This is an optimization exercise on Yosys and OpenROAD, whose aim is small area, a short achievable clock period and few clock cycles per item, not a production implementation. Only simulation tests tie the RTL to the original design; equivalence was not proved.

===== flow/design.v =====
module RC6dynamicRotFun(
    input   wire    [4:0]   inRotValue,
    input   wire    [31:0]  inData,
    output  wire    [31:0]  outData
    );
wire [31:0] r0 = inRotValue[0] ? {inData[30:0], inData[31]} : inData;
wire [31:0] r1 = inRotValue[1] ? {r0[29:0], r0[31:30]} : r0;
wire [31:0] r2 = inRotValue[2] ? {r1[27:0], r1[31:28]} : r1;
wire [31:0] r3 = inRotValue[3] ? {r2[23:0], r2[31:24]} : r2;
assign outData = inRotValue[4] ? {r3[15:0], r3[31:16]} : r3;
endmodule
module RC6keyExpansion #(parameter W = 32) (
    input   wire    [W-1:0]  inA,
    input   wire    [W-1:0]  inB,
    output  wire    [W-1:0]  outSum0,
    output  wire    [W-1:0]  outSum1
    );
wire [W-1:0] p = inA ^ inB;
wire [W-1:0] g0 = inA & inB;
wire [W-1:0] p0 = p;
wire [W-1:0] g1, p1, g2, p2, g3, p3, g4, p4, g5, p5;
genvar i;
generate
    for (i = 0; i < W; i = i + 1) begin : g_ks
        if (i >= 1) begin : g_l1
            assign g1[i] = g0[i] | (p0[i] & g0[i-1]);
            assign p1[i] = p0[i] & p0[i-1];
        end else begin : g_l1n
            assign g1[i] = g0[i];
            assign p1[i] = p0[i];
        end
        if (i >= 2) begin : g_l2
            assign g2[i] = g1[i] | (p1[i] & g1[i-2]);
            assign p2[i] = p1[i] & p1[i-2];
        end else begin : g_l2n
            assign g2[i] = g1[i];
            assign p2[i] = p1[i];
        end
        if (i >= 4) begin : g_l3
            assign g3[i] = g2[i] | (p2[i] & g2[i-4]);
            assign p3[i] = p2[i] & p2[i-4];
        end else begin : g_l3n
            assign g3[i] = g2[i];
            assign p3[i] = p2[i];
        end
        if (i >= 8) begin : g_l4
            assign g4[i] = g3[i] | (p3[i] & g3[i-8]);
            assign p4[i] = p3[i] & p3[i-8];
        end else begin : g_l4n
            assign g4[i] = g3[i];
            assign p4[i] = p3[i];
        end
        if (i >= 16) begin : g_l5
            assign g5[i] = g4[i] | (p4[i] & g4[i-16]);
            assign p5[i] = p4[i] & p4[i-16];
        end else begin : g_l5n
            assign g5[i] = g4[i];
            assign p5[i] = p4[i];
        end
    end
endgenerate
assign outSum0 = p ^ {g5[W-2:0], 1'b0};
assign outSum1 = p ^ {g5[W-2:0] | p5[W-2:0], 1'b1};
endmodule
module RC6keyReg #(parameter W = 29) (
    input   wire    [W-1:0]  inA,
    input   wire    [W-1:0]  inB,
    output  wire             outCarry
    );
wire [W-1:0] g0 = inA & inB;
wire [W-1:0] p0 = inA ^ inB;
wire [W-1:0] g1, p1, g2, p2, g3, p3, g4, p4, g5;
genvar i;
generate
    for (i = 0; i < W; i = i + 1) begin : g_ks
        if (i >= 1) begin : g_l1
            assign g1[i] = g0[i] | (p0[i] & g0[i-1]);
            assign p1[i] = p0[i] & p0[i-1];
        end else begin : g_l1n
            assign g1[i] = g0[i];
            assign p1[i] = p0[i];
        end
        if (i >= 2) begin : g_l2
            assign g2[i] = g1[i] | (p1[i] & g1[i-2]);
            assign p2[i] = p1[i] & p1[i-2];
        end else begin : g_l2n
            assign g2[i] = g1[i];
            assign p2[i] = p1[i];
        end
        if (i >= 4) begin : g_l3
            assign g3[i] = g2[i] | (p2[i] & g2[i-4]);
            assign p3[i] = p2[i] & p2[i-4];
        end else begin : g_l3n
            assign g3[i] = g2[i];
            assign p3[i] = p2[i];
        end
        if (i >= 8) begin : g_l4
            assign g4[i] = g3[i] | (p3[i] & g3[i-8]);
            assign p4[i] = p3[i] & p3[i-8];
        end else begin : g_l4n
            assign g4[i] = g3[i];
            assign p4[i] = p3[i];
        end
        if (i >= 16) begin : g_l5
            assign g5[i] = g4[i] | (p4[i] & g4[i-16]);
        end else begin : g_l5n
            assign g5[i] = g4[i];
        end
    end
endgenerate
assign outCarry = g5[W-1];
endmodule
module RC6control #(parameter W = 1) (
    input   wire            inSel,
    input   wire    [W-1:0] inData0,
    input   wire    [W-1:0] inData1,
    output  wire    [W-1:0] outData
    );
assign outData = inSel ? inData1 : inData0;
endmodule
module RC6round(
    input  wire [31:0] inData,
    output wire [31:0] outData
    );
wire w1 = (inData[11] & inData[12]) ^ (inData[0] & inData[24]);
wire w2 = (inData[11] & inData[12]) & (inData[0] & inData[24]);
wire w3 = (inData[13] & ~inData[12]) ^ (inData[0] & inData[25]) ^ (inData[1] & inData[24]);
wire w4 = ((inData[13] & ~inData[12]) & (inData[0] & inData[25])) | ((inData[13] & ~inData[12]) & (inData[1] & inData[24])) | ((inData[0] & inData[25]) & (inData[1] & inData[24]));
wire w5 = (inData[12] & inData[13]) ^ (inData[0] & inData[26]) ^ (inData[1] & inData[25]);
wire w6 = ((inData[12] & inData[13]) & (inData[0] & inData[26])) | ((inData[12] & inData[13]) & (inData[1] & inData[25])) | ((inData[0] & inData[26]) & (inData[1] & inData[25]));
wire w7 = (inData[2] & inData[24]) ^ (inData[3] & inData[23]);
wire w8 = (inData[2] & inData[24]) & (inData[3] & inData[23]);
wire w9 = (inData[14] & ~inData[13]) ^ (inData[0] & inData[27]) ^ (inData[1] & inData[26]);
wire w10 = ((inData[14] & ~inData[13]) & (inData[0] & inData[27])) | ((inData[14] & ~inData[13]) & (inData[1] & inData[26])) | ((inData[0] & inData[27]) & (inData[1] & inData[26]));
wire w11 = (inData[2] & inData[25]) ^ (inData[3] & inData[24]) ^ (inData[4] & inData[23]);
wire w12 = ((inData[2] & inData[25]) & (inData[3] & inData[24])) | ((inData[2] & inData[25]) & (inData[4] & inData[23])) | ((inData[3] & inData[24]) & (inData[4] & inData[23]));
wire w13 = (inData[13] & inData[14]) ^ (inData[0] & inData[28]) ^ (inData[1] & inData[27]);
wire w14 = ((inData[13] & inData[14]) & (inData[0] & inData[28])) | ((inData[13] & inData[14]) & (inData[1] & inData[27])) | ((inData[0] & inData[28]) & (inData[1] & inData[27]));
wire w15 = (inData[2] & inData[26]) ^ (inData[3] & inData[25]) ^ (inData[4] & inData[24]);
wire w16 = ((inData[2] & inData[26]) & (inData[3] & inData[25])) | ((inData[2] & inData[26]) & (inData[4] & inData[24])) | ((inData[3] & inData[25]) & (inData[4] & inData[24]));
wire w17 = (inData[5] & inData[23]) ^ (inData[6] & inData[22]);
wire w18 = (inData[5] & inData[23]) & (inData[6] & inData[22]);
wire w19 = (inData[15] & ~inData[14]) ^ (inData[0] & inData[29]) ^ (inData[1] & inData[28]);
wire w21 = (inData[2] & inData[27]) ^ (inData[3] & inData[26]) ^ (inData[4] & inData[25]);
wire w23 = (inData[5] & inData[24]) ^ (inData[6] & inData[23]) ^ (inData[7] & inData[22]);
wire w25 = (inData[7] & inData[8]) ^ (inData[0] & inData[16]);
wire w26 = (inData[7] & inData[8]) & (inData[0] & inData[16]);
wire w27 = (inData[9] & ~inData[8]) ^ (inData[0] & inData[17]) ^ (inData[1] & inData[16]);
wire w28 = ((inData[9] & ~inData[8]) & (inData[0] & inData[17])) | ((inData[9] & ~inData[8]) & (inData[1] & inData[16])) | ((inData[0] & inData[17]) & (inData[1] & inData[16]));
wire w29 = (inData[8] & inData[9]) ^ (inData[0] & inData[18]) ^ (inData[1] & inData[17]);
wire w30 = ((inData[8] & inData[9]) & (inData[0] & inData[18])) | ((inData[8] & inData[9]) & (inData[1] & inData[17])) | ((inData[0] & inData[18]) & (inData[1] & inData[17]));
wire w31 = (inData[2] & inData[16]) ^ (inData[3] & inData[15]);
wire w32 = (inData[2] & inData[16]) & (inData[3] & inData[15]);
wire w33 = (inData[10] & ~inData[9]) ^ (inData[0] & inData[19]) ^ (inData[1] & inData[18]);
wire w34 = ((inData[10] & ~inData[9]) & (inData[0] & inData[19])) | ((inData[10] & ~inData[9]) & (inData[1] & inData[18])) | ((inData[0] & inData[19]) & (inData[1] & inData[18]));
wire w35 = (inData[2] & inData[17]) ^ (inData[3] & inData[16]) ^ (inData[4] & inData[15]);
wire w36 = ((inData[2] & inData[17]) & (inData[3] & inData[16])) | ((inData[2] & inData[17]) & (inData[4] & inData[15])) | ((inData[3] & inData[16]) & (inData[4] & inData[15]));
wire w37 = (inData[9] & inData[10]) ^ (inData[0] & inData[20]) ^ (inData[1] & inData[19]);
wire w38 = ((inData[9] & inData[10]) & (inData[0] & inData[20])) | ((inData[9] & inData[10]) & (inData[1] & inData[19])) | ((inData[0] & inData[20]) & (inData[1] & inData[19]));
wire w39 = (inData[2] & inData[18]) ^ (inData[3] & inData[17]) ^ (inData[4] & inData[16]);
wire w40 = ((inData[2] & inData[18]) & (inData[3] & inData[17])) | ((inData[2] & inData[18]) & (inData[4] & inData[16])) | ((inData[3] & inData[17]) & (inData[4] & inData[16]));
wire w41 = (inData[5] & inData[15]) ^ (inData[6] & inData[14]);
wire w42 = (inData[5] & inData[15]) & (inData[6] & inData[14]);
wire w43 = (inData[11] & ~inData[10]) ^ (inData[0] & inData[21]) ^ (inData[1] & inData[20]);
wire w44 = ((inData[11] & ~inData[10]) & (inData[0] & inData[21])) | ((inData[11] & ~inData[10]) & (inData[1] & inData[20])) | ((inData[0] & inData[21]) & (inData[1] & inData[20]));
wire w45 = (inData[2] & inData[19]) ^ (inData[3] & inData[18]) ^ (inData[4] & inData[17]);
wire w46 = ((inData[2] & inData[19]) & (inData[3] & inData[18])) | ((inData[2] & inData[19]) & (inData[4] & inData[17])) | ((inData[3] & inData[18]) & (inData[4] & inData[17]));
wire w47 = (inData[5] & inData[16]) ^ (inData[6] & inData[15]) ^ (inData[7] & inData[14]);
wire w48 = ((inData[5] & inData[16]) & (inData[6] & inData[15])) | ((inData[5] & inData[16]) & (inData[7] & inData[14])) | ((inData[6] & inData[15]) & (inData[7] & inData[14]));
wire w49 = (inData[10] & inData[11]) ^ (inData[0] & inData[22]) ^ (inData[1] & inData[21]);
wire w50 = ((inData[10] & inData[11]) & (inData[0] & inData[22])) | ((inData[10] & inData[11]) & (inData[1] & inData[21])) | ((inData[0] & inData[22]) & (inData[1] & inData[21]));
wire w51 = (inData[2] & inData[20]) ^ (inData[3] & inData[19]) ^ (inData[4] & inData[18]);
wire w52 = ((inData[2] & inData[20]) & (inData[3] & inData[19])) | ((inData[2] & inData[20]) & (inData[4] & inData[18])) | ((inData[3] & inData[19]) & (inData[4] & inData[18]));
wire w53 = (inData[5] & inData[17]) ^ (inData[6] & inData[16]) ^ (inData[7] & inData[15]);
wire w54 = ((inData[5] & inData[17]) & (inData[6] & inData[16])) | ((inData[5] & inData[17]) & (inData[7] & inData[15])) | ((inData[6] & inData[16]) & (inData[7] & inData[15]));
wire w55 = (inData[8] & inData[14]) ^ (inData[9] & inData[13]);
wire w56 = (inData[8] & inData[14]) & (inData[9] & inData[13]);
wire w57 = (inData[12] & ~inData[11]) ^ (inData[0] & inData[23]) ^ (inData[1] & inData[22]);
wire w58 = ((inData[12] & ~inData[11]) & (inData[0] & inData[23])) | ((inData[12] & ~inData[11]) & (inData[1] & inData[22])) | ((inData[0] & inData[23]) & (inData[1] & inData[22]));
wire w59 = (inData[2] & inData[21]) ^ (inData[3] & inData[20]) ^ (inData[4] & inData[19]);
wire w60 = ((inData[2] & inData[21]) & (inData[3] & inData[20])) | ((inData[2] & inData[21]) & (inData[4] & inData[19])) | ((inData[3] & inData[20]) & (inData[4] & inData[19]));
wire w61 = (inData[5] & inData[18]) ^ (inData[6] & inData[17]) ^ (inData[7] & inData[16]);
wire w62 = ((inData[5] & inData[18]) & (inData[6] & inData[17])) | ((inData[5] & inData[18]) & (inData[7] & inData[16])) | ((inData[6] & inData[17]) & (inData[7] & inData[16]));
wire w63 = (inData[8] & inData[15]) ^ (inData[9] & inData[14]) ^ (inData[10] & inData[13]);
wire w64 = ((inData[8] & inData[15]) & (inData[9] & inData[14])) | ((inData[8] & inData[15]) & (inData[10] & inData[13])) | ((inData[9] & inData[14]) & (inData[10] & inData[13]));
wire w65 = (inData[1] & inData[23]) ^ (inData[2] & inData[22]) ^ (inData[3] & inData[21]);
wire w66 = ((inData[1] & inData[23]) & (inData[2] & inData[22])) | ((inData[1] & inData[23]) & (inData[3] & inData[21])) | ((inData[2] & inData[22]) & (inData[3] & inData[21]));
wire w67 = (inData[4] & inData[20]) ^ (inData[5] & inData[19]) ^ (inData[6] & inData[18]);
wire w68 = ((inData[4] & inData[20]) & (inData[5] & inData[19])) | ((inData[4] & inData[20]) & (inData[6] & inData[18])) | ((inData[5] & inData[19]) & (inData[6] & inData[18]));
wire w69 = (inData[7] & inData[17]) ^ (inData[8] & inData[16]) ^ (inData[9] & inData[15]);
wire w70 = ((inData[7] & inData[17]) & (inData[8] & inData[16])) | ((inData[7] & inData[17]) & (inData[9] & inData[15])) | ((inData[8] & inData[16]) & (inData[9] & inData[15]));
wire w71 = (inData[10] & inData[14]) ^ (inData[11] & inData[13]) ^ inData[26];
wire w72 = ((inData[10] & inData[14]) & (inData[11] & inData[13])) | ((inData[10] & inData[14]) & inData[26]) | ((inData[11] & inData[13]) & inData[26]);
wire w73 = (inData[2] & inData[23]) ^ (inData[3] & inData[22]) ^ (inData[4] & inData[21]);
wire w74 = ((inData[2] & inData[23]) & (inData[3] & inData[22])) | ((inData[2] & inData[23]) & (inData[4] & inData[21])) | ((inData[3] & inData[22]) & (inData[4] & inData[21]));
wire w75 = (inData[5] & inData[20]) ^ (inData[6] & inData[19]) ^ (inData[7] & inData[18]);
wire w76 = ((inData[5] & inData[20]) & (inData[6] & inData[19])) | ((inData[5] & inData[20]) & (inData[7] & inData[18])) | ((inData[6] & inData[19]) & (inData[7] & inData[18]));
wire w77 = (inData[8] & inData[17]) ^ (inData[9] & inData[16]) ^ (inData[10] & inData[15]);
wire w78 = ((inData[8] & inData[17]) & (inData[9] & inData[16])) | ((inData[8] & inData[17]) & (inData[10] & inData[15])) | ((inData[9] & inData[16]) & (inData[10] & inData[15]));
wire w79 = (inData[11] & inData[14]) ^ inData[27] ^ w3;
wire w80 = ((inData[11] & inData[14]) & inData[27]) | ((inData[11] & inData[14]) & w3) | (inData[27] & w3);
wire w81 = (inData[4] & inData[22]) ^ (inData[5] & inData[21]) ^ (inData[6] & inData[20]);
wire w82 = ((inData[4] & inData[22]) & (inData[5] & inData[21])) | ((inData[4] & inData[22]) & (inData[6] & inData[20])) | ((inData[5] & inData[21]) & (inData[6] & inData[20]));
wire w83 = (inData[7] & inData[19]) ^ (inData[8] & inData[18]) ^ (inData[9] & inData[17]);
wire w84 = ((inData[7] & inData[19]) & (inData[8] & inData[18])) | ((inData[7] & inData[19]) & (inData[9] & inData[17])) | ((inData[8] & inData[18]) & (inData[9] & inData[17]));
wire w85 = (inData[10] & inData[16]) ^ (inData[11] & inData[15]) ^ (inData[12] & inData[14]);
wire w86 = ((inData[10] & inData[16]) & (inData[11] & inData[15])) | ((inData[10] & inData[16]) & (inData[12] & inData[14])) | ((inData[11] & inData[15]) & (inData[12] & inData[14]));
wire w87 = inData[28] ^ w5 ^ w7;
wire w88 = (inData[28] & w5) | (inData[28] & w7) | (w5 & w7);
wire w89 = (inData[5] & inData[22]) ^ (inData[6] & inData[21]) ^ (inData[7] & inData[20]);
wire w90 = ((inData[5] & inData[22]) & (inData[6] & inData[21])) | ((inData[5] & inData[22]) & (inData[7] & inData[20])) | ((inData[6] & inData[21]) & (inData[7] & inData[20]));
wire w91 = (inData[8] & inData[19]) ^ (inData[9] & inData[18]) ^ (inData[10] & inData[17]);
wire w92 = ((inData[8] & inData[19]) & (inData[9] & inData[18])) | ((inData[8] & inData[19]) & (inData[10] & inData[17])) | ((inData[9] & inData[18]) & (inData[10] & inData[17]));
wire w93 = (inData[11] & inData[16]) ^ (inData[12] & inData[15]) ^ inData[29];
wire w94 = ((inData[11] & inData[16]) & (inData[12] & inData[15])) | ((inData[11] & inData[16]) & inData[29]) | ((inData[12] & inData[15]) & inData[29]);
wire w95 = w9 ^ w11 ^ w6;
wire w96 = (w9 & w11) | (w9 & w6) | (w11 & w6);
wire w97 = (inData[7] & inData[21]) ^ (inData[8] & inData[20]) ^ (inData[9] & inData[19]);
wire w98 = ((inData[7] & inData[21]) & (inData[8] & inData[20])) | ((inData[7] & inData[21]) & (inData[9] & inData[19])) | ((inData[8] & inData[20]) & (inData[9] & inData[19]));
wire w99 = (inData[10] & inData[18]) ^ (inData[11] & inData[17]) ^ (inData[12] & inData[16]);
wire w100 = ((inData[10] & inData[18]) & (inData[11] & inData[17])) | ((inData[10] & inData[18]) & (inData[12] & inData[16])) | ((inData[11] & inData[17]) & (inData[12] & inData[16]));
wire w101 = (inData[13] & inData[15]) ^ inData[30] ^ w13;
wire w102 = ((inData[13] & inData[15]) & inData[30]) | ((inData[13] & inData[15]) & w13) | (inData[30] & w13);
wire w103 = w15 ^ w17 ^ w10;
wire w104 = (w15 & w17) | (w15 & w10) | (w17 & w10);
wire w105 = (inData[8] & inData[21]) ^ (inData[9] & inData[20]) ^ (inData[10] & inData[19]);
wire w107 = (inData[11] & inData[18]) ^ (inData[12] & inData[17]) ^ (inData[13] & inData[16]);
wire w109 = inData[31] ^ w19 ^ w21;
wire w111 = w23 ^ w14 ^ w16;
wire w113 = (inData[4] & inData[5]) ^ (inData[0] & inData[10]);
wire w114 = (inData[4] & inData[5]) & (inData[0] & inData[10]);
wire w115 = (inData[6] & ~inData[5]) ^ (inData[0] & inData[11]) ^ (inData[1] & inData[10]);
wire w116 = ((inData[6] & ~inData[5]) & (inData[0] & inData[11])) | ((inData[6] & ~inData[5]) & (inData[1] & inData[10])) | ((inData[0] & inData[11]) & (inData[1] & inData[10]));
wire w117 = (inData[5] & inData[6]) ^ (inData[0] & inData[12]) ^ (inData[1] & inData[11]);
wire w118 = ((inData[5] & inData[6]) & (inData[0] & inData[12])) | ((inData[5] & inData[6]) & (inData[1] & inData[11])) | ((inData[0] & inData[12]) & (inData[1] & inData[11]));
wire w119 = (inData[2] & inData[10]) ^ (inData[3] & inData[9]);
wire w120 = (inData[2] & inData[10]) & (inData[3] & inData[9]);
wire w121 = (inData[7] & ~inData[6]) ^ (inData[0] & inData[13]) ^ (inData[1] & inData[12]);
wire w122 = ((inData[7] & ~inData[6]) & (inData[0] & inData[13])) | ((inData[7] & ~inData[6]) & (inData[1] & inData[12])) | ((inData[0] & inData[13]) & (inData[1] & inData[12]));
wire w123 = (inData[2] & inData[11]) ^ (inData[3] & inData[10]) ^ (inData[4] & inData[9]);
wire w124 = ((inData[2] & inData[11]) & (inData[3] & inData[10])) | ((inData[2] & inData[11]) & (inData[4] & inData[9])) | ((inData[3] & inData[10]) & (inData[4] & inData[9]));
wire w125 = (inData[6] & inData[7]) ^ (inData[0] & inData[14]) ^ (inData[1] & inData[13]);
wire w126 = ((inData[6] & inData[7]) & (inData[0] & inData[14])) | ((inData[6] & inData[7]) & (inData[1] & inData[13])) | ((inData[0] & inData[14]) & (inData[1] & inData[13]));
wire w127 = (inData[2] & inData[12]) ^ (inData[3] & inData[11]) ^ (inData[4] & inData[10]);
wire w128 = ((inData[2] & inData[12]) & (inData[3] & inData[11])) | ((inData[2] & inData[12]) & (inData[4] & inData[10])) | ((inData[3] & inData[11]) & (inData[4] & inData[10]));
wire w129 = (inData[5] & inData[9]) ^ (inData[6] & inData[8]);
wire w130 = (inData[5] & inData[9]) & (inData[6] & inData[8]);
wire w131 = (inData[8] & ~inData[7]) ^ (inData[0] & inData[15]) ^ (inData[1] & inData[14]);
wire w132 = ((inData[8] & ~inData[7]) & (inData[0] & inData[15])) | ((inData[8] & ~inData[7]) & (inData[1] & inData[14])) | ((inData[0] & inData[15]) & (inData[1] & inData[14]));
wire w133 = (inData[2] & inData[13]) ^ (inData[3] & inData[12]) ^ (inData[4] & inData[11]);
wire w134 = ((inData[2] & inData[13]) & (inData[3] & inData[12])) | ((inData[2] & inData[13]) & (inData[4] & inData[11])) | ((inData[3] & inData[12]) & (inData[4] & inData[11]));
wire w135 = (inData[5] & inData[10]) ^ (inData[6] & inData[9]) ^ inData[17];
wire w136 = ((inData[5] & inData[10]) & (inData[6] & inData[9])) | ((inData[5] & inData[10]) & inData[17]) | ((inData[6] & inData[9]) & inData[17]);
wire w137 = (inData[1] & inData[15]) ^ (inData[2] & inData[14]) ^ (inData[3] & inData[13]);
wire w138 = ((inData[1] & inData[15]) & (inData[2] & inData[14])) | ((inData[1] & inData[15]) & (inData[3] & inData[13])) | ((inData[2] & inData[14]) & (inData[3] & inData[13]));
wire w139 = (inData[4] & inData[12]) ^ (inData[5] & inData[11]) ^ (inData[6] & inData[10]);
wire w140 = ((inData[4] & inData[12]) & (inData[5] & inData[11])) | ((inData[4] & inData[12]) & (inData[6] & inData[10])) | ((inData[5] & inData[11]) & (inData[6] & inData[10]));
wire w141 = (inData[7] & inData[9]) ^ inData[18] ^ w25;
wire w142 = ((inData[7] & inData[9]) & inData[18]) | ((inData[7] & inData[9]) & w25) | (inData[18] & w25);
wire w143 = (inData[2] & inData[15]) ^ (inData[3] & inData[14]) ^ (inData[4] & inData[13]);
wire w144 = ((inData[2] & inData[15]) & (inData[3] & inData[14])) | ((inData[2] & inData[15]) & (inData[4] & inData[13])) | ((inData[3] & inData[14]) & (inData[4] & inData[13]));
wire w145 = (inData[5] & inData[12]) ^ (inData[6] & inData[11]) ^ (inData[7] & inData[10]);
wire w146 = ((inData[5] & inData[12]) & (inData[6] & inData[11])) | ((inData[5] & inData[12]) & (inData[7] & inData[10])) | ((inData[6] & inData[11]) & (inData[7] & inData[10]));
wire w147 = inData[19] ^ w27 ^ w26;
wire w148 = (inData[19] & w27) | (inData[19] & w26) | (w27 & w26);
wire w149 = (inData[4] & inData[14]) ^ (inData[5] & inData[13]) ^ (inData[6] & inData[12]);
wire w150 = ((inData[4] & inData[14]) & (inData[5] & inData[13])) | ((inData[4] & inData[14]) & (inData[6] & inData[12])) | ((inData[5] & inData[13]) & (inData[6] & inData[12]));
wire w151 = (inData[7] & inData[11]) ^ (inData[8] & inData[10]) ^ inData[20];
wire w152 = ((inData[7] & inData[11]) & (inData[8] & inData[10])) | ((inData[7] & inData[11]) & inData[20]) | ((inData[8] & inData[10]) & inData[20]);
wire w153 = w29 ^ w31 ^ w28;
wire w154 = (w29 & w31) | (w29 & w28) | (w31 & w28);
wire w155 = (inData[5] & inData[14]) ^ (inData[6] & inData[13]) ^ (inData[7] & inData[12]);
wire w156 = ((inData[5] & inData[14]) & (inData[6] & inData[13])) | ((inData[5] & inData[14]) & (inData[7] & inData[12])) | ((inData[6] & inData[13]) & (inData[7] & inData[12]));
wire w157 = (inData[8] & inData[11]) ^ inData[21] ^ w33;
wire w158 = ((inData[8] & inData[11]) & inData[21]) | ((inData[8] & inData[11]) & w33) | (inData[21] & w33);
wire w159 = w35 ^ w30 ^ w32;
wire w160 = (w35 & w30) | (w35 & w32) | (w30 & w32);
wire w161 = (inData[7] & inData[13]) ^ (inData[8] & inData[12]) ^ (inData[9] & inData[11]);
wire w162 = ((inData[7] & inData[13]) & (inData[8] & inData[12])) | ((inData[7] & inData[13]) & (inData[9] & inData[11])) | ((inData[8] & inData[12]) & (inData[9] & inData[11]));
wire w163 = inData[22] ^ w37 ^ w39;
wire w164 = (inData[22] & w37) | (inData[22] & w39) | (w37 & w39);
wire w165 = w41 ^ w34 ^ w36;
wire w166 = (w41 & w34) | (w41 & w36) | (w34 & w36);
wire w167 = (inData[8] & inData[13]) ^ (inData[9] & inData[12]) ^ inData[23];
wire w168 = ((inData[8] & inData[13]) & (inData[9] & inData[12])) | ((inData[8] & inData[13]) & inData[23]) | ((inData[9] & inData[12]) & inData[23]);
wire w169 = w43 ^ w45 ^ w47;
wire w170 = (w43 & w45) | (w43 & w47) | (w45 & w47);
wire w171 = w38 ^ w40 ^ w42;
wire w172 = (w38 & w40) | (w38 & w42) | (w40 & w42);
wire w173 = (inData[10] & inData[12]) ^ inData[24] ^ w49;
wire w174 = ((inData[10] & inData[12]) & inData[24]) | ((inData[10] & inData[12]) & w49) | (inData[24] & w49);
wire w175 = w51 ^ w53 ^ w55;
wire w176 = (w51 & w53) | (w51 & w55) | (w53 & w55);
wire w177 = w44 ^ w46 ^ w48;
wire w178 = (w44 & w46) | (w44 & w48) | (w46 & w48);
wire w179 = inData[25] ^ w57 ^ w59;
wire w180 = (inData[25] & w57) | (inData[25] & w59) | (w57 & w59);
wire w181 = w61 ^ w63 ^ w50;
wire w182 = (w61 & w63) | (w61 & w50) | (w63 & w50);
wire w183 = w52 ^ w54 ^ w56;
wire w184 = (w52 & w54) | (w52 & w56) | (w54 & w56);
wire w185 = w1 ^ w65 ^ w67;
wire w186 = (w1 & w65) | (w1 & w67) | (w65 & w67);
wire w187 = w69 ^ w71 ^ w58;
wire w188 = (w69 & w71) | (w69 & w58) | (w71 & w58);
wire w189 = w60 ^ w62 ^ w64;
wire w190 = (w60 & w62) | (w60 & w64) | (w62 & w64);
wire w191 = w2 ^ w73 ^ w75;
wire w192 = (w2 & w73) | (w2 & w75) | (w73 & w75);
wire w193 = w77 ^ w79 ^ w66;
wire w194 = (w77 & w79) | (w77 & w66) | (w79 & w66);
wire w195 = w68 ^ w70 ^ w72;
wire w196 = (w68 & w70) | (w68 & w72) | (w70 & w72);
wire w197 = w4 ^ w81 ^ w83;
wire w198 = (w4 & w81) | (w4 & w83) | (w81 & w83);
wire w199 = w85 ^ w87 ^ w74;
wire w200 = (w85 & w87) | (w85 & w74) | (w87 & w74);
wire w201 = w76 ^ w78 ^ w80;
wire w202 = (w76 & w78) | (w76 & w80) | (w78 & w80);
wire w203 = w8 ^ w89 ^ w91;
wire w204 = (w8 & w89) | (w8 & w91) | (w89 & w91);
wire w205 = w93 ^ w95 ^ w82;
wire w206 = (w93 & w95) | (w93 & w82) | (w95 & w82);
wire w207 = w84 ^ w86 ^ w88;
wire w208 = (w84 & w86) | (w84 & w88) | (w86 & w88);
wire w209 = w12 ^ w97 ^ w99;
wire w210 = (w12 & w97) | (w12 & w99) | (w97 & w99);
wire w211 = w101 ^ w103 ^ w90;
wire w212 = (w101 & w103) | (w101 & w90) | (w103 & w90);
wire w213 = w92 ^ w94 ^ w96;
wire w214 = (w92 & w94) | (w92 & w96) | (w94 & w96);
wire w215 = w18 ^ w105 ^ w107;
wire w217 = w109 ^ w111 ^ w98;
wire w219 = w100 ^ w102 ^ w104;
wire w221 = (inData[2] & inData[3]) ^ (inData[0] & inData[6]);
wire w222 = (inData[2] & inData[3]) & (inData[0] & inData[6]);
wire w223 = (inData[4] & ~inData[3]) ^ (inData[0] & inData[7]) ^ (inData[1] & inData[6]);
wire w224 = ((inData[4] & ~inData[3]) & (inData[0] & inData[7])) | ((inData[4] & ~inData[3]) & (inData[1] & inData[6])) | ((inData[0] & inData[7]) & (inData[1] & inData[6]));
wire w225 = (inData[3] & inData[4]) ^ (inData[0] & inData[8]) ^ (inData[1] & inData[7]);
wire w226 = ((inData[3] & inData[4]) & (inData[0] & inData[8])) | ((inData[3] & inData[4]) & (inData[1] & inData[7])) | ((inData[0] & inData[8]) & (inData[1] & inData[7]));
wire w227 = (inData[2] & inData[6]) ^ (inData[3] & inData[5]);
wire w228 = (inData[2] & inData[6]) & (inData[3] & inData[5]);
wire w229 = (inData[5] & ~inData[4]) ^ (inData[0] & inData[9]) ^ (inData[1] & inData[8]);
wire w230 = ((inData[5] & ~inData[4]) & (inData[0] & inData[9])) | ((inData[5] & ~inData[4]) & (inData[1] & inData[8])) | ((inData[0] & inData[9]) & (inData[1] & inData[8]));
wire w231 = (inData[2] & inData[7]) ^ (inData[3] & inData[6]) ^ inData[11];
wire w232 = ((inData[2] & inData[7]) & (inData[3] & inData[6])) | ((inData[2] & inData[7]) & inData[11]) | ((inData[3] & inData[6]) & inData[11]);
wire w233 = (inData[1] & inData[9]) ^ (inData[2] & inData[8]) ^ (inData[3] & inData[7]);
wire w234 = ((inData[1] & inData[9]) & (inData[2] & inData[8])) | ((inData[1] & inData[9]) & (inData[3] & inData[7])) | ((inData[2] & inData[8]) & (inData[3] & inData[7]));
wire w235 = (inData[4] & inData[6]) ^ inData[12] ^ w113;
wire w236 = ((inData[4] & inData[6]) & inData[12]) | ((inData[4] & inData[6]) & w113) | (inData[12] & w113);
wire w237 = (inData[2] & inData[9]) ^ (inData[3] & inData[8]) ^ (inData[4] & inData[7]);
wire w238 = ((inData[2] & inData[9]) & (inData[3] & inData[8])) | ((inData[2] & inData[9]) & (inData[4] & inData[7])) | ((inData[3] & inData[8]) & (inData[4] & inData[7]));
wire w239 = inData[13] ^ w115 ^ w114;
wire w240 = (inData[13] & w115) | (inData[13] & w114) | (w115 & w114);
wire w241 = (inData[4] & inData[8]) ^ (inData[5] & inData[7]) ^ inData[14];
wire w242 = ((inData[4] & inData[8]) & (inData[5] & inData[7])) | ((inData[4] & inData[8]) & inData[14]) | ((inData[5] & inData[7]) & inData[14]);
wire w243 = w117 ^ w119 ^ w116;
wire w244 = (w117 & w119) | (w117 & w116) | (w119 & w116);
wire w245 = (inData[5] & inData[8]) ^ inData[15] ^ w121;
wire w246 = ((inData[5] & inData[8]) & inData[15]) | ((inData[5] & inData[8]) & w121) | (inData[15] & w121);
wire w247 = w123 ^ w118 ^ w120;
wire w248 = (w123 & w118) | (w123 & w120) | (w118 & w120);
wire w249 = inData[16] ^ w125 ^ w127;
wire w250 = (inData[16] & w125) | (inData[16] & w127) | (w125 & w127);
wire w251 = w129 ^ w122 ^ w124;
wire w252 = (w129 & w122) | (w129 & w124) | (w122 & w124);
wire w253 = w131 ^ w133 ^ w135;
wire w254 = (w131 & w133) | (w131 & w135) | (w133 & w135);
wire w255 = w126 ^ w128 ^ w130;
wire w256 = (w126 & w128) | (w126 & w130) | (w128 & w130);
wire w257 = w137 ^ w139 ^ w141;
wire w258 = (w137 & w139) | (w137 & w141) | (w139 & w141);
wire w259 = w132 ^ w134 ^ w136;
wire w260 = (w132 & w134) | (w132 & w136) | (w134 & w136);
wire w261 = w143 ^ w145 ^ w147;
wire w262 = (w143 & w145) | (w143 & w147) | (w145 & w147);
wire w263 = w138 ^ w140 ^ w142;
wire w264 = (w138 & w140) | (w138 & w142) | (w140 & w142);
wire w265 = w149 ^ w151 ^ w153;
wire w266 = (w149 & w151) | (w149 & w153) | (w151 & w153);
wire w267 = w144 ^ w146 ^ w148;
wire w268 = (w144 & w146) | (w144 & w148) | (w146 & w148);
wire w269 = w155 ^ w157 ^ w159;
wire w270 = (w155 & w157) | (w155 & w159) | (w157 & w159);
wire w271 = w150 ^ w152 ^ w154;
wire w272 = (w150 & w152) | (w150 & w154) | (w152 & w154);
wire w273 = w161 ^ w163 ^ w165;
wire w274 = (w161 & w163) | (w161 & w165) | (w163 & w165);
wire w275 = w156 ^ w158 ^ w160;
wire w276 = (w156 & w158) | (w156 & w160) | (w158 & w160);
wire w277 = w167 ^ w169 ^ w171;
wire w278 = (w167 & w169) | (w167 & w171) | (w169 & w171);
wire w279 = w162 ^ w164 ^ w166;
wire w280 = (w162 & w164) | (w162 & w166) | (w164 & w166);
wire w281 = w173 ^ w175 ^ w177;
wire w282 = (w173 & w175) | (w173 & w177) | (w175 & w177);
wire w283 = w168 ^ w170 ^ w172;
wire w284 = (w168 & w170) | (w168 & w172) | (w170 & w172);
wire w285 = w179 ^ w181 ^ w183;
wire w286 = (w179 & w181) | (w179 & w183) | (w181 & w183);
wire w287 = w174 ^ w176 ^ w178;
wire w288 = (w174 & w176) | (w174 & w178) | (w176 & w178);
wire w289 = w185 ^ w187 ^ w189;
wire w290 = (w185 & w187) | (w185 & w189) | (w187 & w189);
wire w291 = w180 ^ w182 ^ w184;
wire w292 = (w180 & w182) | (w180 & w184) | (w182 & w184);
wire w293 = w191 ^ w193 ^ w195;
wire w294 = (w191 & w193) | (w191 & w195) | (w193 & w195);
wire w295 = w186 ^ w188 ^ w190;
wire w296 = (w186 & w188) | (w186 & w190) | (w188 & w190);
wire w297 = w197 ^ w199 ^ w201;
wire w298 = (w197 & w199) | (w197 & w201) | (w199 & w201);
wire w299 = w192 ^ w194 ^ w196;
wire w300 = (w192 & w194) | (w192 & w196) | (w194 & w196);
wire w301 = w203 ^ w205 ^ w207;
wire w302 = (w203 & w205) | (w203 & w207) | (w205 & w207);
wire w303 = w198 ^ w200 ^ w202;
wire w304 = (w198 & w200) | (w198 & w202) | (w200 & w202);
wire w305 = w209 ^ w211 ^ w213;
wire w306 = (w209 & w211) | (w209 & w213) | (w211 & w213);
wire w307 = w204 ^ w206 ^ w208;
wire w308 = (w204 & w206) | (w204 & w208) | (w206 & w208);
wire w309 = w215 ^ w217 ^ w219;
wire w311 = w210 ^ w212 ^ w214;
wire w313 = (inData[1] & inData[2]) ^ (inData[0] & inData[4]);
wire w314 = (inData[1] & inData[2]) & (inData[0] & inData[4]);
wire w315 = (inData[3] & ~inData[2]) ^ (inData[0] & inData[5]) ^ (inData[1] & inData[4]);
wire w316 = ((inData[3] & ~inData[2]) & (inData[0] & inData[5])) | ((inData[3] & ~inData[2]) & (inData[1] & inData[4])) | ((inData[0] & inData[5]) & (inData[1] & inData[4]));
wire w317 = (inData[1] & inData[5]) ^ (inData[2] & inData[4]) ^ inData[8];
wire w318 = ((inData[1] & inData[5]) & (inData[2] & inData[4])) | ((inData[1] & inData[5]) & inData[8]) | ((inData[2] & inData[4]) & inData[8]);
wire w319 = (inData[2] & inData[5]) ^ inData[9] ^ w223;
wire w320 = ((inData[2] & inData[5]) & inData[9]) | ((inData[2] & inData[5]) & w223) | (inData[9] & w223);
wire w321 = inData[10] ^ w225 ^ w227;
wire w322 = (inData[10] & w225) | (inData[10] & w227) | (w225 & w227);
wire w323 = w229 ^ w231 ^ w226;
wire w324 = (w229 & w231) | (w229 & w226) | (w231 & w226);
wire w325 = w233 ^ w235 ^ w230;
wire w326 = (w233 & w235) | (w233 & w230) | (w235 & w230);
wire w327 = w237 ^ w239 ^ w234;
wire w328 = (w237 & w239) | (w237 & w234) | (w239 & w234);
wire w329 = w241 ^ w243 ^ w238;
wire w330 = (w241 & w243) | (w241 & w238) | (w243 & w238);
wire w331 = w245 ^ w247 ^ w242;
wire w332 = (w245 & w247) | (w245 & w242) | (w247 & w242);
wire w333 = w249 ^ w251 ^ w246;
wire w334 = (w249 & w251) | (w249 & w246) | (w251 & w246);
wire w335 = w253 ^ w255 ^ w250;
wire w336 = (w253 & w255) | (w253 & w250) | (w255 & w250);
wire w337 = w257 ^ w259 ^ w254;
wire w338 = (w257 & w259) | (w257 & w254) | (w259 & w254);
wire w339 = w261 ^ w263 ^ w258;
wire w340 = (w261 & w263) | (w261 & w258) | (w263 & w258);
wire w341 = w265 ^ w267 ^ w262;
wire w342 = (w265 & w267) | (w265 & w262) | (w267 & w262);
wire w343 = w269 ^ w271 ^ w266;
wire w344 = (w269 & w271) | (w269 & w266) | (w271 & w266);
wire w345 = w273 ^ w275 ^ w270;
wire w346 = (w273 & w275) | (w273 & w270) | (w275 & w270);
wire w347 = w277 ^ w279 ^ w274;
wire w348 = (w277 & w279) | (w277 & w274) | (w279 & w274);
wire w349 = w281 ^ w283 ^ w278;
wire w350 = (w281 & w283) | (w281 & w278) | (w283 & w278);
wire w351 = w285 ^ w287 ^ w282;
wire w352 = (w285 & w287) | (w285 & w282) | (w287 & w282);
wire w353 = w289 ^ w291 ^ w286;
wire w354 = (w289 & w291) | (w289 & w286) | (w291 & w286);
wire w355 = w293 ^ w295 ^ w290;
wire w356 = (w293 & w295) | (w293 & w290) | (w295 & w290);
wire w357 = w297 ^ w299 ^ w294;
wire w358 = (w297 & w299) | (w297 & w294) | (w299 & w294);
wire w359 = w301 ^ w303 ^ w298;
wire w360 = (w301 & w303) | (w301 & w298) | (w303 & w298);
wire w361 = w305 ^ w307 ^ w302;
wire w362 = (w305 & w307) | (w305 & w302) | (w307 & w302);
wire w363 = w309 ^ w311 ^ w306;
wire w365 = (inData[0] & inData[1]) ^ (inData[0] & inData[2]);
wire w366 = (inData[0] & inData[1]) & (inData[0] & inData[2]);
wire w367 = (inData[2] & ~inData[1]) ^ (inData[0] & inData[3]) ^ inData[5];
wire w368 = ((inData[2] & ~inData[1]) & (inData[0] & inData[3])) | ((inData[2] & ~inData[1]) & inData[5]) | ((inData[0] & inData[3]) & inData[5]);
wire w369 = (inData[1] & inData[3]) ^ inData[6] ^ w313;
wire w370 = ((inData[1] & inData[3]) & inData[6]) | ((inData[1] & inData[3]) & w313) | (inData[6] & w313);
wire w371 = inData[7] ^ w315 ^ w314;
wire w372 = (inData[7] & w315) | (inData[7] & w314) | (w315 & w314);
wire w373 = w221 ^ w317 ^ w316;
wire w374 = (w221 & w317) | (w221 & w316) | (w317 & w316);
wire w375 = w222 ^ w319 ^ w318;
wire w376 = (w222 & w319) | (w222 & w318) | (w319 & w318);
wire w377 = w224 ^ w321 ^ w320;
wire w378 = (w224 & w321) | (w224 & w320) | (w321 & w320);
wire w379 = w228 ^ w323 ^ w322;
wire w380 = (w228 & w323) | (w228 & w322) | (w323 & w322);
wire w381 = w232 ^ w325 ^ w324;
wire w382 = (w232 & w325) | (w232 & w324) | (w325 & w324);
wire w383 = w236 ^ w327 ^ w326;
wire w384 = (w236 & w327) | (w236 & w326) | (w327 & w326);
wire w385 = w240 ^ w329 ^ w328;
wire w386 = (w240 & w329) | (w240 & w328) | (w329 & w328);
wire w387 = w244 ^ w331 ^ w330;
wire w388 = (w244 & w331) | (w244 & w330) | (w331 & w330);
wire w389 = w248 ^ w333 ^ w332;
wire w390 = (w248 & w333) | (w248 & w332) | (w333 & w332);
wire w391 = w252 ^ w335 ^ w334;
wire w392 = (w252 & w335) | (w252 & w334) | (w335 & w334);
wire w393 = w256 ^ w337 ^ w336;
wire w394 = (w256 & w337) | (w256 & w336) | (w337 & w336);
wire w395 = w260 ^ w339 ^ w338;
wire w396 = (w260 & w339) | (w260 & w338) | (w339 & w338);
wire w397 = w264 ^ w341 ^ w340;
wire w398 = (w264 & w341) | (w264 & w340) | (w341 & w340);
wire w399 = w268 ^ w343 ^ w342;
wire w400 = (w268 & w343) | (w268 & w342) | (w343 & w342);
wire w401 = w272 ^ w345 ^ w344;
wire w402 = (w272 & w345) | (w272 & w344) | (w345 & w344);
wire w403 = w276 ^ w347 ^ w346;
wire w404 = (w276 & w347) | (w276 & w346) | (w347 & w346);
wire w405 = w280 ^ w349 ^ w348;
wire w406 = (w280 & w349) | (w280 & w348) | (w349 & w348);
wire w407 = w284 ^ w351 ^ w350;
wire w408 = (w284 & w351) | (w284 & w350) | (w351 & w350);
wire w409 = w288 ^ w353 ^ w352;
wire w410 = (w288 & w353) | (w288 & w352) | (w353 & w352);
wire w411 = w292 ^ w355 ^ w354;
wire w412 = (w292 & w355) | (w292 & w354) | (w355 & w354);
wire w413 = w296 ^ w357 ^ w356;
wire w414 = (w296 & w357) | (w296 & w356) | (w357 & w356);
wire w415 = w300 ^ w359 ^ w358;
wire w416 = (w300 & w359) | (w300 & w358) | (w359 & w358);
wire w417 = w304 ^ w361 ^ w360;
wire w418 = (w304 & w361) | (w304 & w360) | (w361 & w360);
wire w419 = w308 ^ w363 ^ w362;
wire [31:0] ra = {w419 , w417 , w415 , w413 , w411 , w409 , w407 , w405 , w403 , w401 , w399 , w397 , w395 , w393 , w391 , w389 , w387 , w385 , w383 , w381 , w379 , w377 , w375 , w373 , w371 , w369 , w367 , inData[4] , (inData[1] & ~inData[0]) , inData[2] , inData[0] , inData[0]};
wire [31:0] rb = {w418 , w416 , w414 , w412 , w410 , w408 , w406 , w404 , w402 , w400 , w398 , w396 , w394 , w392 , w390 , w388 , w386 , w384 , w382 , w380 , w378 , w376 , w374 , w372 , w370 , w368 , w366 , w365 , inData[3] , 1'b0 , inData[1] , 1'b0};
wire [31:0] sum = ra + rb;
assign outData = {sum[26:0], sum[31:27]};
endmodule
module RC6encryption(
	input		wire			  	inClk,
	input		wire				inReset,
	input		wire				inKeyWr,
	input		wire				inDataWr,
	input 	wire 	[127:0] 	inData,
	input		wire	[255:0] 	inKey,
	output 	wire 	[127:0] 	outData,
	output	wire				outBusy
	);
localparam [31:0] P32 = 32'hB7E15163;
localparam [31:0] Q32 = 32'h9E3779B9;
function [31:0] bswap(input [31:0] x);
	bswap = {x[7:0], x[15:8], x[23:16], x[31:24]};
endfunction
function [31:0] rotl3(input [31:0] x);
	rotl3 = {x[28:0], x[31:29]};
endfunction
reg			busy;
reg	[7:0]	cnt;
reg			pass1n;		 
reg			loadD;		 
reg			stepY;		 
reg			pre;		 
reg			post;		 
reg			noTU;		 
reg			zS;			 
wire		last = (cnt == 8'd131);
wire	[7:0]	cntn = cnt + 8'd1;
wire		run = busy && !inReset && !last;	 
always @(posedge inClk) begin
	if (inReset)
		busy <= 1'b0;
	else if (!busy)
		busy <= inKeyWr & inDataWr;
	else if (last)
		busy <= 1'b0;
	cnt		<= run ? cntn : 8'd0;
	pass1n	<= run ? (cntn < 8'd43) : 1'b1;
	loadD	<= run && (cntn == 8'd1);
	stepY	<= run && (((cntn >= 8'd90) && !cntn[0]) || (cntn == 8'd131));
	pre		<= run && (cntn == 8'd90);
	post	<= run && (cntn == 8'd131);
	noTU	<= run && ((cntn == 8'd90) || (cntn == 8'd131));
	zS		<= run && ((cntn == 8'd88) || (cntn == 8'd129));
end
assign outBusy = busy;
reg	[31:0]	d0, d1, d2, d3;	 
reg	[31:0]	sr [0:42];	 
reg	[31:0]	lr [0:7];	 
reg	[31:0]	pc;			 
reg	[31:0]	SA;			 
reg	[31:0]	Br;			 
wire	[31:0]	x = SA;
wire	[31:0]	y = Br;
wire	[31:0]	L = lr[0];
wire	[28:0]	lo = x[28:0] + y[28:0];
wire			c29;
RC6keyReg #(.W(29)) _c29(.inA(x[28:0]), .inB(y[28:0]), .outCarry(c29));
wire	[2:0]		hi0 = x[31:29] + y[31:29];
wire	[2:0]		hi1 = hi0 + 3'd1;
wire	[3:0]		w = {1'b0, L[2:0]} + {1'b0, y[2:0]};
wire	[3:0]		wl0 = {1'b0, w[2:0]} + {1'b0, hi0};
wire	[3:0]		wl1 = {1'b0, w[2:0]} + {1'b0, hi1};
wire	[3:0]		wl;
RC6control #(.W(4)) _mwl(.inSel(c29), .inData0(wl0), .inData1(wl1), .outData(wl));
wire	[28:0]	b1 = L[31:3], b2 = y[31:3], b3 = x[28:0], b4 = y[28:0];
wire	[28:0]	bh = b1 ^ b2 ^ b3;
wire	[28:0]	bk = {((b1[27:0] & b2[27:0]) | (b1[27:0] & b3[27:0]) | (b2[27:0] & b3[27:0])), w[3]};
wire	[28:0]	bu = bh ^ bk ^ b4;
wire	[28:0]	bv = {((bh[27:0] & bk[27:0]) | (bh[27:0] & b4[27:0]) | (bk[27:0] & b4[27:0])), 1'b0};
wire	[28:0]	bs0, bs1;
RC6keyExpansion #(.W(29)) _addB(.inA(bu), .inB(bv), .outSum0(bs0), .outSum1(bs1));
wire	[28:0]	bs;
RC6control #(.W(29)) _mbs(.inSel(wl[3]), .inData0(bs0), .inData1(bs1), .outData(bs));
wire	[31:0]	s2 = {bs, wl[2:0]};
wire	[4:0]		rk0 = {lo[1:0], hi0} + y[4:0];
wire	[4:0]		rk1 = {lo[1:0], hi1} + y[4:0];
wire	[4:0]		rk;
RC6control #(.W(5)) _mrk(.inSel(c29), .inData0(rk0), .inData1(rk1), .outData(rk));
wire	[31:0]	Bn;
RC6dynamicRotFun _rotB(.inRotValue(rk), .inData(s2), .outData(Bn));
wire	[31:0]	Snext = pass1n ? pc : (post ? d2 : sr[0]);
wire	[3:0]		ql0 = {1'b0, Snext[2:0]} + {1'b0, hi0};
wire	[3:0]		ql1 = {1'b0, Snext[2:0]} + {1'b0, hi1};
wire	[3:0]		ql;
RC6control #(.W(4)) _mql(.inSel(c29), .inData0(ql0), .inData1(ql1), .outData(ql));
wire	[28:0]	q1 = Snext[31:3], q2 = x[28:0], q3 = y[28:0];
wire	[28:0]	qh = q1 ^ q2 ^ q3;
wire	[28:0]	qk = {((q1[27:0] & q2[27:0]) | (q1[27:0] & q3[27:0]) | (q2[27:0] & q3[27:0])), 1'b0};
wire	[28:0]	qs0, qs1;
RC6keyExpansion #(.W(29)) _addA(.inA(qh), .inB(qk), .outSum0(qs0), .outSum1(qs1));
wire	[28:0]	qs;
RC6control #(.W(29)) _mqs(.inSel(ql[3]), .inData0(qs0), .inData1(qs1), .outData(qs));
wire	[31:0]	SAn = {qs, ql[2:0]};
wire	[31:0]	An = {lo[28:0], c29 ? hi1 : hi0};
integer n;
always @(posedge inClk) begin
	for (n = 0; n < 42; n = n + 1)
		sr[n] <= sr[n + 1];
	sr[42] <= busy ? An : inData[127:96];
	if (!busy) begin
		sr[41] <= inData[95:64];
		sr[40] <= inData[63:32];
		sr[39] <= inData[31:0];
	end
	for (n = 0; n < 7; n = n + 1)
		lr[n] <= busy ? lr[n + 1] : bswap(inKey[255 - 32 * n -: 32]);
	lr[7] <= busy ? Bn : bswap(inKey[31:0]);
	pc <= busy ? pc + Q32 : P32 + Q32;
	SA <= busy ? SAn : P32;
	Br <= busy ? Bn : 32'd0;
end
reg	[31:0]	d1s, d3s;			 
reg	[31:0]	T, U;
wire	[31:0]	ft, fu;
RC6round _fB(.inData(d1s), .outData(ft));
RC6round _fD(.inData(d3s), .outData(fu));
wire	[31:0]	K0 = noTU ? sr[42] : sr[41];
wire	[31:0]	K2 = pre ? sr[41] : sr[42];
wire	[31:0]	r0, r2;
RC6dynamicRotFun _rot0(.inRotValue(U[4:0]), .inData(d0 ^ T), .outData(r0));
RC6dynamicRotFun _rot2(.inRotValue(T[4:0]), .inData(d2 ^ U), .outData(r2));
wire	[31:0]	a0 = r0 + K0;
wire	[31:0]	a2 = r2 + K2;
always @(posedge inClk) begin
	T <= ft;
	U <= fu;
	d1s <= zS ? 32'd0 : a2;
	d3s <= zS ? 32'd0 : a0;
	if (loadD) begin
		d0 <= sr[38];
		d1 <= sr[41];
		d2 <= sr[40];
		d3 <= sr[39];
	end else if (stepY) begin
		d0 <= d1;
		d1 <= post ? SAn : a2;
		d2 <= d3;
		d3 <= a0;
	end
end
assign outData = {bswap(d3), bswap(d0), bswap(d1), bswap(d2)};
endmodule

===== flow/config.mk =====
export PLATFORM = sky130hd
export DESIGN_NAME = RC6encryption
export DESIGN_NICKNAME = RC6encryption
export VERILOG_FILES = /design/flow/design.v
export SDC_FILE = /design/flow/constraint.sdc
export NUM_CORES = 4
export LEC_CHECK = 0
export CAP_MARGIN = 30
export CORE_MARGIN = 2
export CORE_UTILIZATION = 55
export CTS_CLUSTER_DIAMETER = 60
export CTS_CLUSTER_SIZE = 25
export SLEW_MARGIN = 30
export SYNTH_HIERARCHICAL = 1

===== flow/standard.sh =====
#!/bin/bash
# synth_recipe.tcl (not shown) runs the flow's synth.tcl, then flattens the netlist and writes it again
# the make line also repeats each setting of config.mk as NAME=value (left out here)
make -C /OpenROAD-flow-scripts/flow DESIGN_CONFIG=/design/flow/config.mk WORK_HOME=/design/flow/orfs CLKGATE_MAP_FILE= SYNTH_SCRIPT=/design/flow/synth_recipe.tcl "${@:-finish}"

===== flow/constraint.sdc =====
create_clock -name core_clock -period 20.0 [get_ports {inClk}]
set_input_delay 4.0000 -clock core_clock [delete_from_list [all_inputs] [get_ports {inClk}]]
set_output_delay 4.0000 -clock core_clock [all_outputs]
set_load 0.01 [all_outputs]

===== flow/flow/run.sh =====
#!/bin/bash
# The standard ORFS layout (the standard.sh: unchanged synthesis and steps)
# with two knobs the settings list does not offer:
#  - the port buffers that every input and output gets are buf_2 cells.
set -euo pipefail
bash standard.sh SETUP_SLACK_MARGIN=15 "BUFFER_PORTS_ARGS=-buffer_cell sky130_fd_sc_hd__buf_2" finish > standard.log 2>&1

==> results of run 1 <==
-- synth_stat cells (9+ instances only) --
cell type     n
o21bai_1     34
xnor2_1     209
nor3_1       53
nor2b_1      42
nand2b_1     43
nor2_1      234
nor4_1       11
buf_2        42
ha_1        296
and2_1      255
a211o_1      13
mux2i_1      52
mux2_2      620
o31a_1        9
o31ai_1      10
or3_1         9
o21a_1       33
mux2_4       20
or4_1        12
and4_1       11
xor2_1      188
edfxtp_1    128
clkbuf_1    230
nand2_1     513
mux4_1        9
and3_1       23
o22ai_1      13
o21ai_1      41
a31oi_1      25
nand3_1      64
fa_1        461
dfxtp_1    1872
o211ai_1     23
inv_1       455
mux4_2      183
buf_1        11
nand4_1      53
o21ai_0     208
a21oi_1     254
a21o_1      134
buf_4        10
a211oi_1     17
buf_6        28
a21oi_2      16
-- repair_timing --
item / 4_1_cts / 5_1_grt
hold buffers: 0 / 0
gates resized for setup: 558 / 329
buffers inserted: 188 / 134
pin swaps: 92 / 152
setup endpoints to repair: 279 / 254
gates cloned: 10 / 3
-- modules after synthesis, one instance, submodules excluded, excerpt --
module / area [sq um] / copies in the design / flops+latches
RC6encryption: 58800 / 1 / 2000
RC6round: 7670 / 2 / 0
RC6dynamicRotFun: 1950 / 3 / 0
-- flip-flops by register name, indices dropped and copies added, names as in the netlist --
| register | cells |
|---|---|
| d0 | 32 |
| pc | 32 |
| stepY | 1 |
| SA | 32 |
| d3 | 32 |
| Br | 32 |
| d3s | 32 |
| T | 32 |
| cnt | 8 |
| busy | 1 |
| pre | 1 |
| d1s | 32 |
| U | 32 |
| zS | 1 |
| noTU | 1 |
| lr | 256 |
| loadD | 1 |
| sr | 1376 |
| post | 1 |
| pass1n | 1 |
| d1 | 32 |
| d2 | 32 |
-- per-stage QoR --
| step | setup slack (ns) | util [%] | area, sq um |
|---|---|---|---|
| floorplan | 15.00 | - | 86300 |
| global placement | 14.10 | 57.9 | 90200 |
| detailed placement | 14.14 | 57.9 | 90200 |
| CTS | 14.38 | 63.4 | 98800 |
| global route | 14.38 | 65.1 | 101000 |
| finish | 14.41 | 65.2 | 102000 |
-- metal layers --
| layer | track usage (%) | part of all wire, % |
|---|---|---|
| met1 | 49.8 | 43 |
| met2 | 50.0 | 42 |
| met3 | 11.5 | 11 |
| met4 | 11.7 | 3.7 |
| met5 | 0 | 0.045 |
-- area by class of cell --
class	count	area [sq um]	share of cell area [%]
Antenna cell	24	60.1	0.0591
Clock buffer	145	3450	3.40
Clock inverter	65	1170	1.15
Inverter	458	1760	1.73
Multi-Input combinational cell	4357	44000	43.3
Sequential cell	2000	41600	41.0
Tap cell	2058	2570	2.54
Timing Repair Buffer	903	6880	6.78
-- cells by family after synthesis --
group | Yosys count | synth area share, %
compound gates | 955 | 7.32
xor+xnor | 397 | 4.03
fa+ha+maj | 757 | 15.0
buf+inv | 793 | 3.91
flops | 2000 | 47.9
mux | 884 | 14.1
other cells | 1 | 0.00435
simple gates | 1360 | 7.67
-- final timing paths --
| check | from | to | cells past startpoint |
|---|---|---|---|
| setup / recovery | d2[8]$_DFFE_PP_ | outData[16] | 1 |
| hold / removal | sr[1][1]$_DFF_P_ | sr[0][1]$_DFF_P_ | 0 |
| setup reg to reg | d3s[10]$_SDFF_PP0_ | U[1]$_DFF_P_ | 16 |
| hold reg to reg | sr[1][1]$_DFF_P_ | sr[0][1]$_DFF_P_ | 0 |
-- cell usage in the layout (no fill, tap or decap), types with 41 or more instances in the layout --
| master | netlist | final |
|---|---|---|
| mux4_2 | 183 | 188 |
| a21o_1 | 134 | 134 |
| dfxtp_2 | 0 | 57 |
| fa_1 | 461 | 440 |
| o21ai_0 | 208 | 167 |
| dfxtp_4 | 0 | 68 |
| inv_1 | 455 | 437 |
| mux2i_1 | 52 | 46 |
| mux2_4 | 20 | 57 |
| nor2_1 | 234 | 215 |
| and2_1 | 255 | 214 |
| buf_4 | 10 | 279 |
| clkbuf_16 | 0 | 137 |
| o21ai_1 | 41 | 58 |
| ha_4 | 0 | 52 |
| nand4_1 | 53 | 53 |
| ha_1 | 296 | 228 |
| a21oi_1 | 254 | 220 |
| nand2b_1 | 43 | 42 |
| edfxtp_1 | 128 | 128 |
| xnor2_1 | 209 | 190 |
| dfxtp_1 | 1872 | 1747 |
| buf_12 | 3 | 41 |
| xor2_1 | 188 | 165 |
| nor3_1 | 53 | 46 |
| nand2_1 | 513 | 496 |
| mux2_2 | 620 | 582 |
| nand3_1 | 64 | 60 |
| buf_6 | 28 | 84 |
| buf_2 | 42 | 470 |
==> flow_summary.yaml, run 1 <==
clocking:
  insertion_delay_ns: 0.84
  cts_htree_levels: 4
  root_buffer: "clkbuf_16"
  cts_buffers: 132
  clock_sinks: 2000
  cts_max_path_buffers: 3
  path_clk_slew_ns: 0.09
  cts_tree: "done"
worst_setup_path:
  critPathSlowestCell: "edfxtp_1"
  worst-path-buf-inv: 1
  reg2reg_slack_ns: 14.86
  path_cells: "buf_2"
  cp.arrival_ns: 1.59
  critPathLaunchType: "flop"
  critPathTopFamily: "flip-flops"
  path_class: "reg2out"
  endpoint_kind: "output port"
  crit_required_ns: 16.00
  cp_max_fo: 2
  cpPeakStageDelay_ns: 0.56
grt:
  grt.overflow.total: 0
  grt_max_degree: 162
  grt_pass1_wl_mm: 398
  grt_pass1_vias: 56100
  antenna_found_initial: 34
  grt_use_total_pct: 35.0
synthesis:
  synthArstFlopShare_pct: 0
  synth_warnings: 9
  synth_area_sq_mm: 0.0862
  synth.area.top_cells: "dfxtp_1 43%, fa_1 11%, mux2_2 8.1%"
  synthCells: 7147
  yosysTopAreaCell: "dfxtp_1"
  yosysSeqAreaShare_pct: 47.9
  ys.flop_type: "dfxtp_1"
  synth-seq-cells: 2000
  yosys.area.top_type_share_pct: 43.5
  synth_edf_count: 128
  synth.distinct_cells: 104
  syn_avg_cell_area_sq_um: 12.1
placement:
  gp_congestion: 1.01
  hpwl_mm: 214
  portBuffers: 516
  dp.cells: 9440
routing:
  drtAntennaViolNets: 0
  vias: 58000
  drtPass1Iterations: 6
  wirelength_mm: 286
  wl_per_cell_um: 28.5
  viasPerCell: 5.79
  drc: 0
  drtIter0Drc: 5593
sta:
  finalHoldViolCount: 0
  setup_viol: 0
  hold_ws_ns: 0.306
  fin_skew_ns: 0.0961
  fin_crit_sh_pct: 28.0
  finalCriticalPeriod_ns: 5.59
  slew_headroom_pct: 24.1
  fmax_mhz: 179
  drv_slew: 0
  worst_slew_pin_slew_ns: 1.14
  fin_setup_tns_ns: 0
  rsz0062_at_grt: "true"
die:
  die_y_um: 400
  io_pins: 517
  fp-row-count: 145
  initial_core_util_pct: 55.3
  fp.coreArea_sq_mm: 0.156
  design.die.area_sq_mm: 0.160
  die_x_um: 400
final_layout:
  nFillCells: 11900
  drive_gt1_share_pct: 31.6
  nets: 8997
  instances_no_fill: 10000
  area_growth_pct: 17.8
min_path:
  hold_class: "reg2reg"
run_status:
  outcome: "timing/DRC/antenna clean"
run:
  cap_viol_max_count: 0
Testbench counts, summed over its fixed seeds: cycles 42,560, items 320.
==> run 2, diff against run 1 <==
--- a/flow/flow/run.sh
+++ b/flow/flow/run.sh
@@ -5,2 +5,2 @@
 set -euo pipefail
-bash standard.sh SETUP_SLACK_MARGIN=15 "BUFFER_PORTS_ARGS=-buffer_cell sky130_fd_sc_hd__buf_2" finish > standard.log 2>&1
+bash standard.sh SETUP_SLACK_MARGIN=14.2 "BUFFER_PORTS_ARGS=-buffer_cell sky130_fd_sc_hd__buf_2" finish > standard.log 2>&1
==> flow_summary.yaml, run 2 <==
run_status:
  outcome: "timing/DRC/antenna clean"
grt:
  use_met2_pct: 47.7
  grt_util_met3_pct: 9.37
  antenna_found_initial: 41
  grt.overflow.total: 0
  use_met1_pct: 50.0
  grt_pass1_vias: 54600
  grt_max_degree: 172
  grt_use_total_pct: 33.8
  grt.busiest_layer: "met1"
  grt_pass1_wl_mm: 387
final_layout:
  area_growth_pct: 10.2
  drive_gt1_share_pct: 22.9
  nets: 8669
  top_register: "sr"
  final_common_cell: "dfxtp_1"
  reg.largest.list: "sr (1376), lr (256)"
  largest_register_ffs: 1376
  final_cell_mix: "1833 x dfxtp_1, 616 x mux2_2, 516 x buf_2"
worst_setup_path:
  reg2reg_slack_ns: 14.25
  endpoint_kind: "flop"
  critPathLaunchType: "flop"
  path_class: "reg2reg"
  cp.arrival_ns: 6.45
  startpoint: "Br[1]$_SDFF_PN0_"
  r2r-start: "Br[1]$_SDFF_PN0_"
  crit_required_ns: 20.70
  cp_max_fo: 10
routing:
  drtPass1Iterations: 8
  wl_per_cell_um: 28.0
  vias: 56000
  viasPerCell: 5.79
  drtAntennaViolNets: 0
  wirelength_mm: 271
  drtIter0Drc: 5723
  drc: 0
synthesis:
  synthArstFlopShare_pct: 0
  synth_area_sq_mm: 0.0862
  synthCells: 7147
  ys_top_cells_by_count: "1872 x dfxtp_1, 620 x mux2_2, 513 x nand2_1"
  synth_edf_count: 128
  yosysMostFrequentCell: "dfxtp_1"
  synth.distinct_cells: 104
  ys.flop_type: "dfxtp_1"
  syn_avg_cell_area_sq_um: 12.1
  synth.area.top_cells: "dfxtp_1 43%, fa_1 11%, mux2_2 8.1%"
  yosysTopAreaCell: "dfxtp_1"
  synth-seq-cells: 2000
  yosys.area.top_type_share_pct: 43.5
  synth_warnings: 9
  yosysSeqAreaShare_pct: 47.9
placement:
  hpwl_mm: 213
  portBuffers: 516
  gp_congestion: 1.00
min_path:
  hold_class: "reg2reg"
  holdCritStartpoint: "sr[7][6]$_DFF_P_"
die:
  fp-row-count: 145
  initial_core_util_pct: 55.3
  die_y_um: 400
  fp.coreArea_sq_mm: 0.156
  io_pins: 517
  die_x_um: 400
  design.die.area_sq_mm: 0.160
sta:
  worst_slew_pin_slew_ns: 1.19
  fin_crit_sh_pct: 28.7
  hold_ws_ns: 0.312
  setup_viol: 0
  drv_slew: 0
  rsz0062_at_grt: "true"
  finalHoldViolCount: 0
  fin_skew_ns: 0.0523
  fin_setup_tns_ns: 0
  fmax_mhz: 174
  finalCriticalPeriod_ns: 5.75
  slew_headroom_pct: 19.6
clocking:
  cts_htree_levels: 4
  cts_tree: "done"
  insertion_delay_ns: 0.83
  holdBufCountCts: 0
  root_buffer: "clkbuf_16"
  cts_buffers: 132
  path_clk_slew_ns: 0.09
  clock_sinks: 2000
  cts_max_path_buffers: 3
run:
  cap_viol_max_count: 0
## run 2: worst paths after layout
kind,cells after the start,end
max reg2reg,18,lr[7][27]$_DFF_P_
max,18,lr[7][27]$_DFF_P_
min,0,sr[6][6]$_DFF_P_
min reg2reg,0,sr[6][6]$_DFF_P_
## run 2: final cells by class
| type | count | area (sq um) |
|---|---|---|
| Sequential cell | 2000 | 41400 |
| Timing Repair Buffer | 575 | 3090 |
| Inverter | 458 | 1730 |
| Fill cell | 12500 | 60900 |
| Clock inverter | 74 | 1200 |
| Antenna cell | 13 | 32.5 |
| Tap cell | 2058 | 2570 |
| Clock buffer | 141 | 3370 |
| Multi-Input combinational cell | 4357 | 41600 |
## run 2: worst max-delay path: stages (launching register included)
cell,delay (ns)
dfxtp_2,0.53
ha_1,0.29
a21o_1,0.17
a21o_1,0.22
fa_1,0.57
inv_1,0.07
ha_1,0.37
nand4_1,0.21
o211a_1,0.18
o21ai_1,0.33
a21oi_2,0.21
o21ai_0,0.25
xor2_1,0.16
mux2_4,0.31
mux4_2,0.53
mux4_2,0.50
mux2_2,0.27
and2_1,0.25
a21o_1,0.18
## run 2: kinds of logic after synthesis
logic type,share of synthesized area (%)
flops,47.9
simple gates,7.67
compound gates,7.32
mux,14.1
buf+inv,3.91
fa+ha+maj,15.0
xor+xnor,4.03
other cells,0.00435
## run 2: through the flow
step | std cells | setup WS, ns | instance area (sq um) | util [%]
finish | 9676 | 14.25 | 94900 | 60.9
global route | 9669 | 14.18 | 94900 | 60.9
CTS | 9662 | 14.22 | 94800 | 60.8
detailed placement | 9444 | 13.98 | 90200 | 57.9
global placement | 9444 | 14.10 | 90200 | 57.8
floorplan | 7150 | 14.76 | 86200 | -
## run 2: what timing repair did
action,CTS,global route
pin swaps,0,1
endpoints found under the setup margin,61,53
resized for setup,10,35
hold endpoints to repair,0,0
buffers inserted,3,1
## run 2: Yosys stat by module (local to each module, per instance), a selection
module | times used | cell area (sq um) | flip-flops and latches
RC6encryption | 1 | 58800 | 2000
RC6round | 2 | 7670 | 0
RC6dynamicRotFun | 3 | 1950 | 0
## run 2: layer usage
layer,wire length [um],share of wire (%),vias up
li1,-,-,25000
met5,82,0.030,-
met1,121000,45,28000
met2,112000,41,2600
met4,9350,3.4,14
met3,28000,10,423

==> what the ideal ports hide <==
The results above use ideal ports. As a check the final layouts listed here were re-extracted and re-timed, cells and wires unchanged.
Step 1: set_driving_cell puts a clkbuf_16 on inClk and a buf_2 on each other input, an assumption about the parent block.
Step 2 times the ports against the registers' clock, not the clock port: input delays grow and output delays shrink by t, the midpoint of the rising clock arrivals with the driver on.
Slacks: no drivers / after step 1 / after step 2; pairs: no drivers / after step 1.
run	t, ns	setup slack, ns	slew at the worst register clock pin (ns)
run 1	0.882	14.409 / 14.323 / 14.464	0.10 / 0.10
run 2	0.896	14.252 / 14.159 / 14.252	0.10 / 0.10
After both steps setup and hold are still met in every run listed.
